From an optimization exercise on the open Yosys and OpenROAD flow, aimed at small area and a short achievable clock period; shortcuts taken in it are not production practice.
The RTL was checked by simulation tests, not by an equivalence proof against the original design.
Power and IR drop assume default switching activity.

--- design/flow/standard.sh ---
#!/bin/bash
# synth_recipe.tcl (not shown) runs the flow's synth.tcl, then flattens the netlist and writes it again
# the make line also repeats each setting of config.mk as NAME=value (left out here)
make -C /OpenROAD-flow-scripts/flow DESIGN_CONFIG=/design/flow/config.mk WORK_HOME=/design/flow/orfs CLKGATE_MAP_FILE= SYNTH_SCRIPT=/design/flow/synth_recipe.tcl "${@:-finish}"
--- design/flow/config.mk ---
export PLATFORM = sky130hd
export DESIGN_NAME = fp32_add
export DESIGN_NICKNAME = fp32_add
export VERILOG_FILES = /design/flow/design.v
export SDC_FILE = /design/flow/constraint.sdc
export NUM_CORES = 4
export LEC_CHECK = 0
export ABC_AREA = 1
export CAP_MARGIN = 20
export CORE_MARGIN = 2
export CORE_UTILIZATION = 40
export CTS_BUF_LIST = sky130_fd_sc_hd__clkbuf_8
export PLACE_DENSITY = 0.65
export SETUP_SLACK_MARGIN = 2.8
export SLEW_MARGIN = 20
--- design/flow/design.v ---
`default_nettype none
module fp32_add(
    input wire clk,
    input wire [31:0] a,
    input wire [31:0] b,
    input wire sub,
    input wire [2:0] rm,
    output wire [31:0] result,
    output wire nv,
    output wire of,
    output wire nx
);
    integer k;
    wire a_sign = a[31];
    wire b_sign = b[31] ^ sub;
    wire [7:0] a_exp = a[30:23];
    wire [7:0] b_exp = b[30:23];
    wire [22:0] a_frac = a[22:0];
    wire [22:0] b_frac = b[22:0];
    wire s0_is_sub = a_sign ^ b_sign;
    wire a_hid = |a_exp;
    wire b_hid = |b_exp;
    wire [7:0] a_eeff = {a_exp[7:1], a_exp[0] | ~a_hid};
    wire [7:0] b_eeff = {b_exp[7:1], b_exp[0] | ~b_hid};
    wire [7:0] d_ab = a_eeff - b_eeff;
    wire [7:0] d_ba = b_eeff - a_eeff;
    wire swap = a[30:0] < b[30:0];
    wire [7:0] l_exp = swap ? b_exp : a_exp;
    wire [22:0] l_frac = swap ? b_frac : a_frac;
    wire [23:0] s_sig = swap ? {a_hid, a_frac} : {b_hid, b_frac};
    wire l_sign = swap ? b_sign : a_sign;
    wire [4:0] s0_off = swap ? (d_ba[4:0] | {5{|d_ba[7:5]}}) : (d_ab[4:0] | {5{|d_ab[7:5]}});
    reg r1_sign, r1_is_sub;
    reg [2:0] r1_rm;
    reg [7:0] r1_lexp;
    reg [22:0] r1_lfrac;
    reg [23:0] r1_ssig;
    reg [4:0] r1_off;
    always @(posedge clk) begin
        r1_sign <= l_sign;
        r1_is_sub <= s0_is_sub;
        r1_rm <= rm;
        r1_lexp <= l_exp;
        r1_lfrac <= l_frac;
        r1_ssig <= s_sig;
        r1_off <= s0_off;
    end
    wire l_hid = |r1_lexp;
    wire [7:0] l_e = {r1_lexp[7:1], r1_lexp[0] | ~l_hid};
    wire [27:0] in1 = {1'b0, l_hid, r1_lfrac, 3'b000};
    wire [26:0] sh0 = {r1_ssig, 3'b000};
    wire [26:0] sh1 = r1_off[4] ? {16'b0, sh0[26:16]} : sh0;
    wire [26:0] sh2 = r1_off[3] ? {8'b0, sh1[26:8]} : sh1;
    wire [26:0] sh3 = r1_off[2] ? {4'b0, sh2[26:4]} : sh2;
    wire [26:0] sh4 = r1_off[1] ? {2'b0, sh3[26:2]} : sh3;
    wire [26:0] sh5 = r1_off[0] ? {1'b0, sh4[26:1]} : sh4;
    reg [23:0] smask;    
    always @*
        for (k = 0; k < 24; k = k + 1)
            smask[k] = r1_off >= k + 3;
    wire sticky = |(r1_ssig & smask);
    wire [27:0] in2 = {1'b0, sh5[26:1], sticky};
    wire [27:0] in2x = in2 ^ {28{r1_is_sub}};
    wire [28:0] sum_c = {in1, 1'b1} + {in2x, r1_is_sub};
    wire [27:0] s1_sum = sum_c[28:1];
    wire [7:0] s1_exp = l_e + 8'd1;
    wire l_emax = &r1_lexp;
    wire s_emax = l_emax & ~|r1_off;
    wire l_fz = ~|r1_lfrac;
    wire s_fz = ~|r1_ssig[22:0];
    wire l_nan = l_emax & ~l_fz;
    wire l_inf = l_emax & l_fz;
    wire s_inf = s_emax & s_fz;
    wire l_snan = l_nan & ~r1_lfrac[22];
    wire s_snan = s_emax & ~s_fz & ~r1_ssig[22];
    wire inf_inf = r1_is_sub & l_inf & s_inf;
    wire s1_nv = l_snan | s_snan | inf_inf;
    wire s1_nan = l_nan | inf_inf;
    wire s1_inf = ~s1_nan & l_inf;
    wire [1:0] s1_special = {s1_nan, s1_inf | s1_nv};
    wire rdn = r1_rm == 3'b010;
    wire rup = r1_rm == 3'b011;
    wire rtz = r1_rm == 3'b001;
    wire rmm = r1_rm == 3'b100;
    wire s1_up = (rdn & r1_sign) | (rup & ~r1_sign);
    wire s1_dn = rtz | (rdn & ~r1_sign) | (rup & r1_sign);
    wire [1:0] s1_cls = {s1_up | rmm, s1_dn | rmm};
    wire s1_zsign = r1_is_sub ? rdn : r1_sign;
    reg r2_sign, r2_zsign;
    reg [1:0] r2_cls;
    reg [1:0] r2_special;
    reg [7:0] r2_exp;
    reg [27:0] r2_sum;
    always @(posedge clk) begin
        r2_sign <= r1_sign;
        r2_zsign <= s1_zsign;
        r2_cls <= s1_cls;
        r2_special <= s1_special;
        r2_exp <= s1_exp;
        r2_sum <= s1_sum;
    end
    wire e_small = ~|r2_exp[7:5];
    wire [3:0] pd_hi = {4{e_small}} & (4'b0001 << r2_exp[4:3]);
    wire [7:0] pd_lo = 8'b00000001 << r2_exp[2:0];
    reg [27:0] lim_mask;
    always @*
        for (k = 0; k < 28; k = k + 1)
            lim_mask[k] = pd_hi[(28 - k) >> 3] & pd_lo[(28 - k) & 7];
    wire [27:0] x = r2_sum | lim_mask;
    wire z4 = ~|x[27:12];
    wire [15:0] x4 = z4 ? x[11:0] << 4 : x[27:12];
    wire z3 = ~|x4[15:8];
    wire [7:0] x3 = z3 ? x4[7:0] : x4[15:8];
    wire z2 = ~|x3[7:4];
    wire [3:0] x2 = z2 ? x3[3:0] : x3[7:4];
    wire z1 = ~|x2[3:2];
    wire [1:0] x1 = z1 ? x2[1:0] : x2[3:2];
    wire z0 = ~x1[1];
    wire [4:0] lzc = {z4, z3, z2, z1, z0};
    wire [27:0] n4 = z4 ? {r2_sum[11:0], 16'b0} : r2_sum;
    wire [27:0] n3 = z3 ? {n4[19:0], 8'b0} : n4;
    wire [27:0] n2 = z2 ? {n3[23:0], 4'b0} : n3;
    wire [27:0] n1 = z1 ? {n2[25:0], 2'b0} : n2;
    wire [27:0] n0 = z0 ? {n1[26:0], 1'b0} : n1;
    wire c1 = r2_sum[27];
    wire c2 = ~r2_sum[27] & r2_sum[26];
    wire lsb = c1 ? r2_sum[4] : c2 ? r2_sum[3] : r2_sum[2];
    wire g = c1 ? r2_sum[3] : c2 ? r2_sum[2] : r2_sum[1];
    wire st = c1 ? |r2_sum[2:0] : c2 ? |r2_sum[1:0] : r2_sum[0];
    wire inexact = g | st;
    reg add_one;
    always @* begin
        case (r2_cls)
            2'd0: add_one = g & (lsb | st);
            2'd1: add_one = 1'b0;
            2'd2: add_one = g | st;
            default: add_one = g;
        endcase
    end
    wire sp_inf = r2_special == 2'b01;
    wire sp_nan = r2_special[1];
    wire sp = |r2_special;
    wire ovf = ~sp & c1 & (&r2_exp);           
    wire of_max = r2_cls == 2'd1;              
    wire zero_sign = ~|r2_sum;
    reg [7:0] s2_exp;
    reg [4:0] s2_lzc;
    reg [22:0] s2_frac;
    reg s2_msb;
    always @* begin
        s2_lzc = (sp | ovf | zero_sign) ? 5'd0 : lzc;
        s2_msb = sp | ovf | (~zero_sign & n0[27]);
        if (sp_nan) {s2_exp, s2_frac} = 31'h7fc00000;
        else if (sp_inf | (ovf & ~of_max)) {s2_exp, s2_frac} = 31'h7f800000;
        else if (ovf) {s2_exp, s2_frac} = 31'h7f7fffff;
        else {s2_exp, s2_frac} = {zero_sign ? 8'd1 : r2_exp, n0[26:4]};
    end
    wire s2_efe = ~sp & ((c1 & (r2_exp == 8'hfe)) | (c2 & (r2_exp == 8'hff)));
    wire w_ones = c1 ? &r2_sum[26:4] : c2 ? &r2_sum[25:3] : &r2_sum[24:2];
    wire w_lo_ones = c1 ? &r2_sum[15:4] : c2 ? &r2_sum[14:3] : &r2_sum[13:2];
    wire s2_inc = ~sp & ~ovf & add_one;
    reg r3_sign, r3_inc, r3_nx, r3_of, r3_nv, r3_carry, r3_lo_ones, r3_msb;
    reg [7:0] r3_exp;
    reg [4:0] r3_lzc;
    reg [22:0] r3_frac;
    always @(posedge clk) begin
        r3_sign <= ~sp_nan & (zero_sign ? r2_zsign : r2_sign);
        r3_inc <= s2_inc;
        r3_carry <= s2_inc & w_ones;
        r3_lo_ones <= w_lo_ones;
        r3_nx <= ~sp & (inexact | ovf);
        r3_of <= ovf | (s2_efe & s2_inc & w_ones);
        r3_nv <= r2_special == 2'b11;
        r3_exp <= s2_exp;
        r3_lzc <= s2_lzc;
        r3_msb <= s2_msb;
        r3_frac <= s2_frac;
    end
    wire [11:0] frac_lo = r3_frac[11:0] + {11'b0, r3_inc};
    wire [10:0] frac_hi = r3_frac[22:12] + {10'b0, r3_inc & r3_lo_ones};
    wire [8:0] exp_c0x = {r3_exp, 1'b1} + {3'b111, ~r3_lzc, r3_msb};
    wire [7:0] exp_c0 = exp_c0x[8:1];
    wire [7:0] exp_c1 = r3_lzc[1] ? r3_exp - 8'd1 : r3_lzc[0] ? r3_exp : r3_exp + 8'd1;
    wire [7:0] exp_out = r3_carry ? exp_c1 : exp_c0;
    assign result = {r3_sign, exp_out, frac_hi, frac_lo};
    assign of = r3_of;
    assign nx = r3_nx;
    assign nv = r3_nv;
endmodule
`default_nettype wire
--- design/flow/constraint.sdc ---
create_clock -name core_clock -period 6.5 [get_ports {clk}]
set_input_delay 1.3000 -clock core_clock [delete_from_list [all_inputs] [get_ports {clk}]]
set_output_delay 1.3000 -clock core_clock [all_outputs]
set_load 0.01 [all_outputs]
--- design/flow/flow/run.sh ---
#!/bin/bash
# The standard layout, with plain buffers (sky130_fd_sc_hd__buf_1) on the ports instead of the
# delay cells that buffer_ports picks by default. Every port still gets its own buffer.
set -euo pipefail
export BUFFER_PORTS_ARGS="-buffer_cell sky130_fd_sc_hd__buf_1"
bash standard.sh > standard.log 2>&1
==> summary.txt, run 1 <==
* Max-Cap Viols at 0
* Ys async rst share at 0
* Total congestion overflow after global routing at 0
* Clock Tree Buf Depth at 2
* Number of enable flip-flop cells after synthesis at 0
* Maximum number of pins on one net before global-route repair at 68
* Data required, critical path at about 5.2 ns
* HPWL after detailed placement at 28.6 mm
* Max stage delay on crit path at approximately 0.38 ns
* Minimum clock period after layout at about 3.5 ns
* Ordered list of cells on the worst path: inv_4, ha_4, a21oi_2, and2_4, nor2_2, nor2_1, o21bai_1, a21oi_1, nand3_1, nand2_1, xor2_1, buf_2
* Sum of negative setup slack at 0 ns
* Top flip-flop cell by instance count after synthesis: sky130_fd_sc_hd__dfxtp_1
* First-pass iteration count of the detailed router at 8
* Vias/cell at around 5.3
* Setup repair after global routing missed its margin: yes
* Worst path slowest cell: sky130_fd_sc_hd__dfxtp_4
* Synth Instances at 1849
* Period utilization at 0.546
* GR Util All Layers at 0.232
* Total die area at slightly above 30000 µm²
* Final number of setup-violating endpoints at 0
* IO Count at roughly 100
* Clock tree from TritonCTS: yes
* Port Buf Inserts at ~100
* Library cell occupying the most area in the post-synthesis netlist: sky130_fd_sc_hd__dfxtp_1
* Starting Density at 0.409
* Antenna diode count at 0
* Worst path arrival time at 2.25 ns
* Clock-pin slew on the worst setup and hold paths at 0.09 ns
* Category of the critical setup timing path: register to primary output
* Post-layout instance area at around 13000 µm²
* LEAKAGE at around 6.4 nW
* Worst slew margin at 0.373
* Hold WC Path Type: register to register
* Final Non-Filler Cells at approximately 2300
* Core Area at roughly 29000 µm²
* Fin Clk Skew at 0.0201 ns
* Power Density at ~390 nW/µm²
* Max H-tree Level at 4
* Nets in the synthesized netlist at roughly 2000
* Setup WS post-layout at between 2 and 3 ns
* DRC viols at 0
* Transition at the pin with the smallest max-transition slack at between 0.9 and 1 ns
* Buffers plus inverters on the worst setup path at 2
* Post-placement worst setup slack at ~2 ns
* Std cell rows at 62
* Endpoint class of the critical path: primary output
* Synth unique cells at just under 60
* Cts hold-fix bufs at 0
* P&R area growth vs syn at 13.4%
* Number of synthesis warnings at 1
* Post-synth top area share at 0.255
* Via count at roughly 12000
* Mean post-synth cell area at approximately 6.4 µm²
* Post-synth design cell area at roughly 12000 µm²
* Horizontal die dimension at around 180 µm
* Count leader, synth: sky130_fd_sc_hd__nand2_1
* #FFs+latches synth at roughly 150
* Cell family contributing the most delay on the critical path: simple AND/OR/NAND/NOR gates
* Register area share after synthesis at 0.255
* Final count of hold timing violations at 0
* Num Clock Sinks at roughly 150
* Master cell of the clock root buffer: sky130_fd_sc_hd__clkbuf_8
* Total detailed-routing wirelength at 36.8 mm
* Post-placement cell area at 12400 µm²
* Maximum frequency from static timing analysis at 282 MHz
* Detail-routed net length per standard cell at about 16 µm
* Placed Cells incl. Taps at ~2300
* DR iter-0 viols at around 1100
* Share of post-route cells with drive strength above 1 at 0.0904
* Outcome: no timing/DRC/antenna violations
* Floorplan die height at 176 µm
* Antenna violations before repair at 0
* Type of element launching the critical path: register
* Worst-path maximum fanout at 4
* List of most frequent post-synthesis cells: sky130_fd_sc_hd__nand2_1 (465), sky130_fd_sc_hd__inv_1 (239), sky130_fd_sc_hd__o21ai_0 (186)
* Clock latency on the worst-skew pair at roughly 0.46 ns
* Number of buffers created by CTS at 17
* Max rail drop VDD at around 0.00016 V
* Number of global-route vias before repair at between 10000 and 15000
* Area contributors post-synth: sky130_fd_sc_hd__dfxtp_1 (26%), sky130_fd_sc_hd__nand2_1 (15%), sky130_fd_sc_hd__ha_1 (7.9%), sky130_fd_sc_hd__o21ai_0 (7.9%), sky130_fd_sc_hd__inv_1 (7.6%)
* Routability congestion estimate at slightly below 1
* Global-route wire length before repair at about 58 mm
* Filler cells at 3066
* Max-slew violation total from the final report at 0
* Final antenna-violating net count at 0
* Total number of nets in the final design at 2091
==> cell families after synthesis <==
logic type               after synthesis  synth area share
flip-flops                           151             0.255
multiplexers                          11           0.00930
AO/OA/AOI/OAI                        364             0.169
adder cells (fa/ha/maj)               78            0.0843
AND/OR/NAND/NOR                      838             0.307
XOR/XNOR                              94            0.0695
buffers and inverters                313             0.105
==> sequential cells by signal, indices dropped and copies added (netlist names), 8 cells and up <==
signal    flops
r1_lexp       8
r1_lfrac     23
r1_ssig      24
r2_exp        8
r2_sum       28
r3_exp        8
r3_frac      23
==> metal layers <==
| metal | wire length, µm | global-route usage | vias up |
|---|---|---|---|
| li1 | - | - | 6256 |
| met1 | 15200 | 0.275 | 5622 |
| met2 | 18300 | 0.421 | 429 |
| met3 | 1950 | 0.0329 | 85 |
| met4 | 1370 | 0.0885 | 0 |
| met5 | 0 | 0 | - |
==> per-stage QoR <==
step,total power (W),hold slack (ns),utilization
after floorplan,0.00360,0.364,-
final,0.00517,0.459,0.464
after detailed placement,0.00426,0.429,0.430
after global placement,0.00425,0.430,0.430
after CTS,0.00496,0.445,0.445
after global routing,0.00568,0.449,0.464
==> worst paths after layout <==
check | end | cells past startpoint | startpoint | slack (ns)
setup / recovery | result[29] | 12 | r3_lzc[1]$_SDFF_PP0_ | 2.95
hold / removal | r2_sign$_DFF_P_ | 0 | r1_sign$_DFF_P_ | 0.46
setup reg to reg | r3_frac[22]$_SDFF_PP1_ | 26 | r2_exp[5]$_DFF_P_ | 3.08
hold reg to reg | r2_sign$_DFF_P_ | 0 | r1_sign$_DFF_P_ | 0.46
==> power by group <==
group,switching [W],internal [W],total (W)
Clock,0.000385,0.000276,0.000660
Sequential,0.000301,0.00122,0.00152
Combinational,0.00193,0.00106,0.00299
==> area by class of cell <==
type / instances / area (µm²) / area share
multi-input combinational: 1391 / 7940 / 0.591
sequential: 151 / 3050 / 0.227
inverter: 253 / 988 / 0.0736
timing repair buffer: 127 / 599 / 0.0446
tap: 384 / 480 / 0.0358
clock buffer: 18 / 248 / 0.0185
clock inverter: 14 / 103 / 0.00764
timing repair inverter: 3 / 21.3 / 0.00158
==> cells in the final DEF (no fill, tap or decap), drive strengths merged, types with 3 or more instances in the layout <==
cell type    n
nand2      484
inv        253
o21ai      199
nor2       157
dfxtp      151
buf        126
nand3      124
a21oi       90
xor2        76
ha          75
nor4        29
nor3        27
o22ai       21
clkbuf      19
xnor2       18
nand4       13
mux2i       11
clkinv      10
a31oi        8
clkinvlp     7
o21bai       7
a22oi        5
o31ai        5
o211ai       5
a221oi       4
and3         3
o2111ai      3
a211oi       3
fa           3
==> worst reg2reg max path: stages, from the launching register on <==
cell                      delay (ns)
sky130_fd_sc_hd__dfxtp_1        0.32
sky130_fd_sc_hd__nor2_1         0.12
sky130_fd_sc_hd__nand2_2        0.13
sky130_fd_sc_hd__nor2_4         0.26
sky130_fd_sc_hd__nand2_1        0.09
sky130_fd_sc_hd__nand2_1        0.10
sky130_fd_sc_hd__nor2_1         0.06
sky130_fd_sc_hd__nand2_1        0.10
sky130_fd_sc_hd__nor2_4         0.09
sky130_fd_sc_hd__nand2_8        0.13
sky130_fd_sc_hd__nor2_1         0.07
sky130_fd_sc_hd__nor2_2         0.19
sky130_fd_sc_hd__nand2_2        0.09
sky130_fd_sc_hd__nor2_4         0.23
sky130_fd_sc_hd__nand3_1        0.12
sky130_fd_sc_hd__nand2_1        0.14
sky130_fd_sc_hd__nor2_4         0.08
sky130_fd_sc_hd__nand3_2        0.09
sky130_fd_sc_hd__nand2_4        0.09
sky130_fd_sc_hd__buf_12         0.14
sky130_fd_sc_hd__nor2_4         0.24
sky130_fd_sc_hd__nand2_1        0.08
sky130_fd_sc_hd__nand2_1        0.09
sky130_fd_sc_hd__nand2_1        0.05
sky130_fd_sc_hd__nand3_1        0.08
sky130_fd_sc_hd__nand2_1        0.07
sky130_fd_sc_hd__nand2_1        0.09
==> repair_timing <==
action                     CTS  global route
buffers inserted             1            20
cloned                       0             9
resized for setup           22            84
pin swaps                    0            24
setup endpoints to repair   78            82
==> run 2: changes to the inputs <==
--- a/design/flow/config.mk
+++ b/design/flow/config.mk
@@ -11,5 +11,5 @@
 export CORE_UTILIZATION = 40
 export CTS_BUF_LIST = sky130_fd_sc_hd__clkbuf_8
 export PLACE_DENSITY = 0.65
-export SETUP_SLACK_MARGIN = 2.8
+export SETUP_SLACK_MARGIN = 2.9
 export SLEW_MARGIN = 20
==> summary.txt, run 2 <==
* Outcome: no timing/DRC/antenna violations
* Final count of hold timing violations at 0 (unchanged)
* Largest registers: r2_sum: 28 flops, r1_ssig: 24 flops
* Transition at the pin with the smallest max-transition slack at 0.795 ns (-0.143 ns)
* Master cell of the clock root buffer: sky130_fd_sc_hd__clkbuf_8
* Max-slew violation total from the final report at 0 (unchanged)
* Max-Cap Viols at 0 (unchanged)
* Number of buffers created by CTS at 17 (unchanged)
* Total die area at 31000 µm² (unchanged)
* Clock tree from TritonCTS: yes
* Post-placement worst setup slack at 2.11 ns (+0.155 ns)
* Final number of setup-violating endpoints at 0 (unchanged)
* Worst slew margin at 0.469 (+0.0962)
* Synth Instances at 1849 (unchanged)
* Total number of nets in the final design at 2124 (+1.6%)
* Number of global-route vias before repair at 11800 (+0.32%)
* Area contributors post-synth: sky130_fd_sc_hd__dfxtp_1 (26%), sky130_fd_sc_hd__nand2_1 (15%), sky130_fd_sc_hd__ha_1 (7.9%), sky130_fd_sc_hd__o21ai_0 (7.9%), sky130_fd_sc_hd__inv_1 (7.6%)
* Leading cell types in the layout, fill and taps excluded: sky130_fd_sc_hd__nand2_1 (456), sky130_fd_sc_hd__inv_1 (230), sky130_fd_sc_hd__o21ai_0 (165)
* Post-synth top area share at 0.255 (unchanged)
* Setup WS post-layout at 2.96 ns (+0.00355 ns)
* Category of the critical setup timing path: register to primary output
* Starting Density at 0.409 (unchanged)
* Power Density at 393 nW/µm² (+2.0%)
* Worst Setup SP: r3_lzc[1]$_SDFF_PP0_
* Num Clock Sinks at 151 (unchanged)
* Number of enable flip-flop cells after synthesis at 0 (unchanged)
* First-pass iteration count of the detailed router at 6 (-2)
* Max stage delay on crit path at 0.36 ns (-0.02 ns)
* List of most frequent post-synthesis cells: sky130_fd_sc_hd__nand2_1 (465), sky130_fd_sc_hd__inv_1 (239), sky130_fd_sc_hd__o21ai_0 (186)
* Period utilization at 0.545 (-0.000546)
* Count leader, synth: sky130_fd_sc_hd__nand2_1
* HPWL after detailed placement at 29.6 mm (+3.5%)
* RR Endpoint: r3_frac[22]$_SDFF_PP1_
* Clock latency on the worst-skew pair at 0.47 ns (about the same)
* P&R area growth vs syn at 18.3%
* Floorplan die height at 176 µm (unchanged)
* Hold WC Path Type: register to register
* Maximum frequency from static timing analysis at 282 MHz (+0.10%)
* Global-route wire length before repair at 59.6 mm (+2.6%)
* Worst path slowest cell: sky130_fd_sc_hd__dfxtp_4
* Top flip-flop cell by instance count after synthesis: sky130_fd_sc_hd__dfxtp_1
* Total detailed-routing wirelength at 39.5 mm (+7.3%)
* Buffers plus inverters on the worst setup path at 2 (unchanged)
* Reg-to-reg setup timing slack at 3.06 ns (-0.02 ns)
* Port Buf Inserts at 103 (unchanged)
* Tightest hold margin at 0.428 ns (-0.0307 ns)
* Type of element launching the critical path: register
* Most common library cell in the layout ignoring fill and taps: sky130_fd_sc_hd__nand2_1
* Max H-tree Level at 4 (unchanged)
* Std cell rows at 62 (unchanged)
* IO Count at 104 (unchanged)
* Post-synth design cell area at 11800 µm² (unchanged)
* Maximum number of pins on one net before global-route repair at 67 (-1.5%)
* Antenna violations before repair at 0 (unchanged)
* #FFs+latches synth at 151 (unchanged)
* Path length in cells of the critical path at 12 (unchanged)
* Cell family contributing the most delay on the critical path: simple AND/OR/NAND/NOR gates
* Endpoint class of the critical path: primary output
* Core Area at 28900 µm² (unchanged)
* Horizontal die dimension at 176 µm (unchanged)
* Number of synthesis warnings at 1 (unchanged)
* Ordered list of cells on the worst path: inv_4, ha_4, a21oi_1, and2_4, nor2_2, nor2_1, o21bai_2, a21oi_2, nand3_1, nand2_1, xor2_1, buf_2
* LEAKAGE at 6.64 nW (+3.1%)
* End point of the critical path: result[29]
* R2R cell count at 28 (+7.7%)
* DRC viols at 0 (unchanged)
* Minimum clock period after layout at 3.54 ns (-0.00355 ns)
* Antenna diode count at 0 (unchanged)
* Register area share after synthesis at 0.255 (unchanged)
* Nets in the synthesized netlist at 1996 (unchanged)
* Via count at 12700 (+2.2%)
* Final antenna-violating net count at 0 (unchanged)
* Share of post-route cells with drive strength above 1 at 0.131 (+0.0407)
* Detail-routed net length per standard cell at 16.6 µm (+5.8%)
* Ys async rst share at 0 (unchanged)
* Total congestion overflow after global routing at 0 (unchanged)
* Library cell occupying the most area in the post-synthesis netlist: sky130_fd_sc_hd__dfxtp_1
* DR iter-0 viols at 956 (-10%)
* Clock-pin slew on the worst setup and hold paths at 0.09 ns (about the same)
* Launching point of the worst reg2reg path: r2_exp[5]$_DFF_P_
* Routability congestion estimate at 0.948 (-3.4%)
* Max rail drop VDD at 0.000171 V (+6.5%)
* Sum of negative setup slack at 0 ns (unchanged)
* Worst path arrival time at 2.24 ns (about the same)
* Synth unique cells at 58 (unchanged)
* GR Util All Layers at 0.240 (+0.00850)
* Top reg by flops: r2_sum
* Mean post-synth cell area at 6.40 µm² (unchanged)
* Worst-path maximum fanout at 4 (unchanged)
* Clock Tree Buf Depth at 2 (unchanged)
* Max FFs per register at 28 (unchanged)
* Fin Clk Skew at 0.0214 ns (+0.00132 ns)
* Data required, critical path at 5.20 ns (about the same)
* Setup repair after global routing missed its margin: yes
* Utilization of the core after routing at 0.484 (+0.0200)
* Vias/cell at 5.33 (+0.77%)
-- run 2: cell types whose count changed in the layout (fill, tap and decap cells not counted), sizes merged --
cell      delta
clkinvlp     +6
nand2        +3
buf         +21
bufinv       +1
clkinv       -2
inv          -1
clkbuf       +5
-- run 2: report_power, final --
part	total, W	switching, W	internal [W]
clock network	0.000729	0.000406	0.000323
logic	0.00326	0.00209	0.00116
registers	0.00152	0.000298	0.00122
total	0.00550	0.00280	0.00271
-- run 2: per-stage QoR --
stage,std cells,area (µm²),power [W]
after global placement,2280,12500,0.00426
final,2374,14000,0.00550
after floorplan,1849,11900,0.00360
after detailed placement,2280,12500,0.00427
after global routing,2374,14000,0.00599
after CTS,2319,13100,0.00508
-- run 2: kinds of logic after synthesis --
logic type	share of synthesized area
simple gates	0.307
fa+ha+maj	0.0843
flops	0.255
buf+inv	0.105
xor+xnor	0.0695
mux	0.00930
compound gates	0.169
-- run 2: cell type report --
class,instances,area (µm²)
timing repair inverter,7,57.6
tap,384,480
sequential,151,3050
inverter,253,1000
timing repair buffer,153,837
fill,3037,14900
clock buffer,18,248
clock inverter,14,139
multi-input combinational,1394,8190
-- run 2: how the worst min path moves through the flow --
| stage | from | to | slack, ns | cells after the start |
|---|---|---|---|---|
| after floorplan | r1_sign$_DFF_P_ | r2_sign$_DFF_P_ | 0.36 | 0 |
| after global placement | r1_sign$_DFF_P_ | r2_sign$_DFF_P_ | 0.44 | 0 |
| after detailed placement | r1_sign$_DFF_P_ | r2_sign$_DFF_P_ | 0.43 | 0 |
| after CTS | r1_sign$_DFF_P_ | r2_sign$_DFF_P_ | 0.45 | 0 |
| after global routing | r1_sign$_DFF_P_ | r2_sign$_DFF_P_ | 0.46 | 0 |
| final | r1_sign$_DFF_P_ | r2_sign$_DFF_P_ | 0.43 | 0 |
-- run 2: routing by layer --
| metal | up-vias | wire [µm] | track usage |
|---|---|---|---|
| met5 | - | 0 | 0 |
| met4 | 0 | 1860 | 0.0895 |
| met3 | 111 | 1720 | 0.0295 |
| met2 | 429 | 19300 | 0.439 |
| met1 | 5794 | 16600 | 0.287 |
| li1 | 6330 | - | - |
-- run 2: what timing repair did --
item                                    CTS  global route
pin swaps                                 5            38
gates cloned                              3            13
endpoints found under the setup margin   79            74
gates resized for setup                  45           141
hold buffers                              0             0
setup buffers                             4            42
==> run 3: changes to the inputs <==
--- a/design/flow/config.mk
+++ b/design/flow/config.mk
@@ -11,5 +11,5 @@
 export CORE_UTILIZATION = 40
 export CTS_BUF_LIST = sky130_fd_sc_hd__clkbuf_8
 export PLACE_DENSITY = 0.65
-export SETUP_SLACK_MARGIN = 2.9
+export SETUP_SLACK_MARGIN = 2.75
 export SLEW_MARGIN = 20
==> summary.txt, run 3 <==
* Endpoint class of the critical path: primary output
* Fin Clk Skew at 0.0192 ns (-0.00218 ns)
* Worst path slowest cell: sky130_fd_sc_hd__dfxtp_4
* Worst Setup SP: r3_lzc[1]$_SDFF_PP0_
* Area contributors post-synth: sky130_fd_sc_hd__dfxtp_1 (26%), sky130_fd_sc_hd__nand2_1 (15%), sky130_fd_sc_hd__ha_1 (7.9%), sky130_fd_sc_hd__o21ai_0 (7.9%), sky130_fd_sc_hd__inv_1 (7.6%)
* Maximum number of pins on one net before global-route repair at 68 (+1.5%)
* First-pass iteration count of the detailed router at 8 (+2)
* Max-slew violation total from the final report at 0 (unchanged)
* Transition at the pin with the smallest max-transition slack at 0.927 ns (+0.132 ns)
* Type of element launching the critical path: register
* Hold WC Path Type: register to register
* Worst path arrival time at 2.30 ns (+0.06 ns)
* Worst slew margin at 0.380 (-0.0893)
* Total die area at 31000 µm² (unchanged)
* Maximum frequency from static timing analysis at 278 MHz (-1.5%)
* Ordered list of cells on the worst path: inv_2, ha_4, a21oi_2, and2_1, nor2_2, nor2_1, o21bai_1, a21oi_1, nand3_1, nand2_1, xor2_1, buf_2
* Sum of negative setup slack at 0 ns (unchanged)
* Port Buf Inserts at 103 (unchanged)
* Antenna violations before repair at 0 (unchanged)
* Count leader, synth: sky130_fd_sc_hd__nand2_1
* Category of the critical setup timing path: register to primary output
* Minimum clock period after layout at 3.60 ns (+0.0534 ns)
* Filler cells at 3076 (+1.3%)
* Total detailed-routing wirelength at 36.5 mm (-7.4%)
* Clock-pin slew on the worst setup and hold paths at 0.09 ns (about the same)
* Leading cell types in the layout, fill and taps excluded: sky130_fd_sc_hd__nand2_1 (462), sky130_fd_sc_hd__inv_1 (234), sky130_fd_sc_hd__o21ai_0 (176)
* Std cell rows at 62 (unchanged)
* Max rail drop VDD at 0.000160 V (-6.1%)
* Final count of hold timing violations at 0 (unchanged)
* Total number of nets in the final design at 2086 (-1.8%)
* P&R area growth vs syn at 12.4%
* Launching point of the worst reg2reg path: r2_exp[0]$_DFF_P_
* Nets in the synthesized netlist at 1996 (unchanged)
* Num Clock Sinks at 151 (unchanged)
* Period utilization at 0.554 (+0.00821)
* Worst-path maximum fanout at 6 (+2)
* Number of enable flip-flop cells after synthesis at 0 (unchanged)
* List of most frequent post-synthesis cells: sky130_fd_sc_hd__nand2_1 (465), sky130_fd_sc_hd__inv_1 (239), sky130_fd_sc_hd__o21ai_0 (186)
* Clock latency on the worst-skew pair at 0.46 ns (about the same)
* Library cell occupying the most area in the post-synthesis netlist: sky130_fd_sc_hd__dfxtp_1
* Ys async rst share at 0 (unchanged)
* Vias/cell at 5.25 (-1.5%)
* DRC viols at 0 (unchanged)
* Sum of internal, switching and leakage power at 0.00511 W (-7.1%)
* Post-synth design cell area at 11800 µm² (unchanged)
* Clock tree from TritonCTS: yes
* R2R cell count at 25 (-11%)
* Max-Cap Viols at 0 (unchanged)
* Number of buffers created by CTS at 17 (unchanged)
* Starting Density at 0.409 (unchanged)
* Routability congestion estimate at 0.981 (+3.5%)
* Mean post-synth cell area at 6.40 µm² (unchanged)
* Clock Tree Buf Depth at 2 (unchanged)
* Number of synthesis warnings at 1 (unchanged)
* Total congestion overflow after global routing at 0 (unchanged)
* Outcome: no timing/DRC/antenna violations
* Detail-routed net length per standard cell at 15.6 µm (-5.9%)
* Max H-tree Level at 4 (unchanged)
* GR Util All Layers at 0.232 (-0.00873)
* IO Count at 104 (unchanged)
* Reg-to-reg setup timing slack at 3.07 ns (about the same)
* End point of the critical path: result[29]
* Global-route wire length before repair at 58.0 mm (-2.6%)
* Largest registers: r2_sum: 28 flops, r1_ssig: 24 flops
* Post-synth top area share at 0.255 (unchanged)
* HPWL after detailed placement at 28.6 mm (-3.4%)
* DR iter-0 viols at 974 (+1.9%)
* LEAKAGE at 6.39 nW (-3.6%)
* Register area share after synthesis at 0.255 (unchanged)
* Synth unique cells at 58 (unchanged)
* Master cell of the clock root buffer: sky130_fd_sc_hd__clkbuf_8
* Final antenna-violating net count at 0 (unchanged)
* Floorplan die height at 176 µm (unchanged)
* Power Density at 384 nW/µm² (-2.2%)
* RR Endpoint: r3_frac[0]$_SDFF_PP0_
* Max stage delay on crit path at 0.39 ns (+0.03 ns)
* Utilization of the core after routing at 0.460 (-0.0240)
* Core Area at 28900 µm² (unchanged)
* Setup repair after global routing missed its margin: yes
* Top reg by flops: r2_sum
* Share of post-route cells with drive strength above 1 at 0.0820 (-0.0492)
* Horizontal die dimension at 176 µm (unchanged)
* Data required, critical path at 5.20 ns (about the same)
* Top flip-flop cell by instance count after synthesis: sky130_fd_sc_hd__dfxtp_1
* #FFs+latches synth at 151 (unchanged)
* Synth Instances at 1849 (unchanged)
* Via count at 12300 (-3.1%)
* Most common library cell in the layout ignoring fill and taps: sky130_fd_sc_hd__nand2_1
* Final number of setup-violating endpoints at 0 (unchanged)
* Max FFs per register at 28 (unchanged)
* Number of global-route vias before repair at 11700 (-0.44%)
* Antenna diode count at 0 (unchanged)
run 3: cell counts after synthesis:
No cell type changed its count.
run 3: layer usage:
| metal | track usage | wire [µm] |
|---|---|---|
| met1 | 0.275 | 15300 |
| met2 | 0.421 | 18200 |
| met3 | 0.0329 | 1790 |
| met4 | 0.0871 | 1320 |
| met5 | 0 | 0 |
run 3: per-stage QoR:
step / hold slack, ns / setup slack, ns / area, µm² / cells
floorplan: 0.364 / 2.81 / 11800 / 1849
global placement: 0.430 / 2.13 / 12400 / 2279
detailed placement: 0.429 / 1.95 / 12400 / 2279
CTS: 0.445 / 2.75 / 12800 / 2311
global route: 0.449 / 2.71 / 13300 / 2336
finish: 0.462 / 2.90 / 13300 / 2336
run 3: cell families after synthesis:
logic type	after synthesis	share of synthesized area
and+or+nand+nor	838	0.307
buffers and inverters	313	0.105
muxes	11	0.00930
xor gates and xnor gates	94	0.0695
DFF	151	0.255
AOI/OAI and AO/OA	364	0.169
adders and majority gates	78	0.0843
run 3: layout make-up:
| cell class | instances | area [µm²] | share of cell area |
|---|---|---|---|
| repair inverters | 2 | 12.5 | 0.000940 |
| inverters | 253 | 983 | 0.0739 |
| repair buffers | 123 | 542 | 0.0407 |
| well taps | 384 | 480 | 0.0361 |
| clock inverters | 14 | 103 | 0.00771 |
| multi-input cells | 1391 | 7900 | 0.593 |
| clock buffers | 18 | 248 | 0.0186 |
| flip-flops and latches | 151 | 3050 | 0.229 |
run 3: repair_timing:
item,CTS,global route
setup buffers,0,17
resized for setup,16,78
cloned,0,8
endpoints found under the setup margin,75,80
hold buffers,0,0
pin swaps,0,13
run 3: how the worst min path moves through the flow:
stage                         start               to  slack (ns)  depth (start not counted)
detailed placement  r1_sign$_DFF_P_  r2_sign$_DFF_P_        0.43                          0
global route        r1_sign$_DFF_P_  r2_sign$_DFF_P_        0.45                          0
global placement    r1_sign$_DFF_P_  r2_sign$_DFF_P_        0.43                          0
CTS                 r1_sign$_DFF_P_  r2_sign$_DFF_P_        0.45                          0
floorplan           r1_sign$_DFF_P_  r2_sign$_DFF_P_        0.36                          0
finish              r1_sign$_DFF_P_  r2_sign$_DFF_P_        0.46                          0
run 3: power by group:
| group | total [W] | internal [W] | switching, W | leakage, nW |
|---|---|---|---|---|
| combinational | 0.00293 | 0.00103 | 0.00190 | 4.94 |
| clock | 0.000661 | 0.000276 | 0.000386 | 0.182 |
| sequential | 0.00152 | 0.00122 | 0.000303 | 1.27 |
| total | 0.00511 | 0.00253 | 0.00259 | 6.39 |
run 3: worst max-delay path: cells and delay by family, from the launching register on:
kind	cells	cell delay, ns
AND/OR/NAND/NOR	5	0.48
AO/OA/AOI/OAI	3	0.40
buffers and inverters	2	0.21
adder cells (fa/ha/maj)	1	0.24
flip-flops	1	0.39
XOR/XNOR	1	0.14

## separate check: timing with driven ports
The results above use ideal ports. As a check the final layouts listed here were re-extracted and re-timed, cells and wires unchanged.
Step 1 assumes that a clkbuf_16 drives the clock port and a buf_2 every other input.
Step 2, shift: input delay + t, output delay - t, t = (earliest + latest rising clock arrival at the registers) / 2. This alone moves slack from input paths to output paths.
a / b / c = ideal ports / drivers / drivers and shift; a / b = the first two.
run	shift t [ns]	slack for setup (ns)	cell pins on the clock port's net
run 1	0.498	2.952 / 2.909 / 2.519	1
run 2	0.502	2.955 / 2.910 / 2.573	1
run 3	0.499	2.902 / 2.859 / 2.465	1
After both steps setup and hold are still met in every run listed. The setup slack of run 3, which loses most, moves by -0.043 ns with the drivers and by -0.437 ns with both steps.
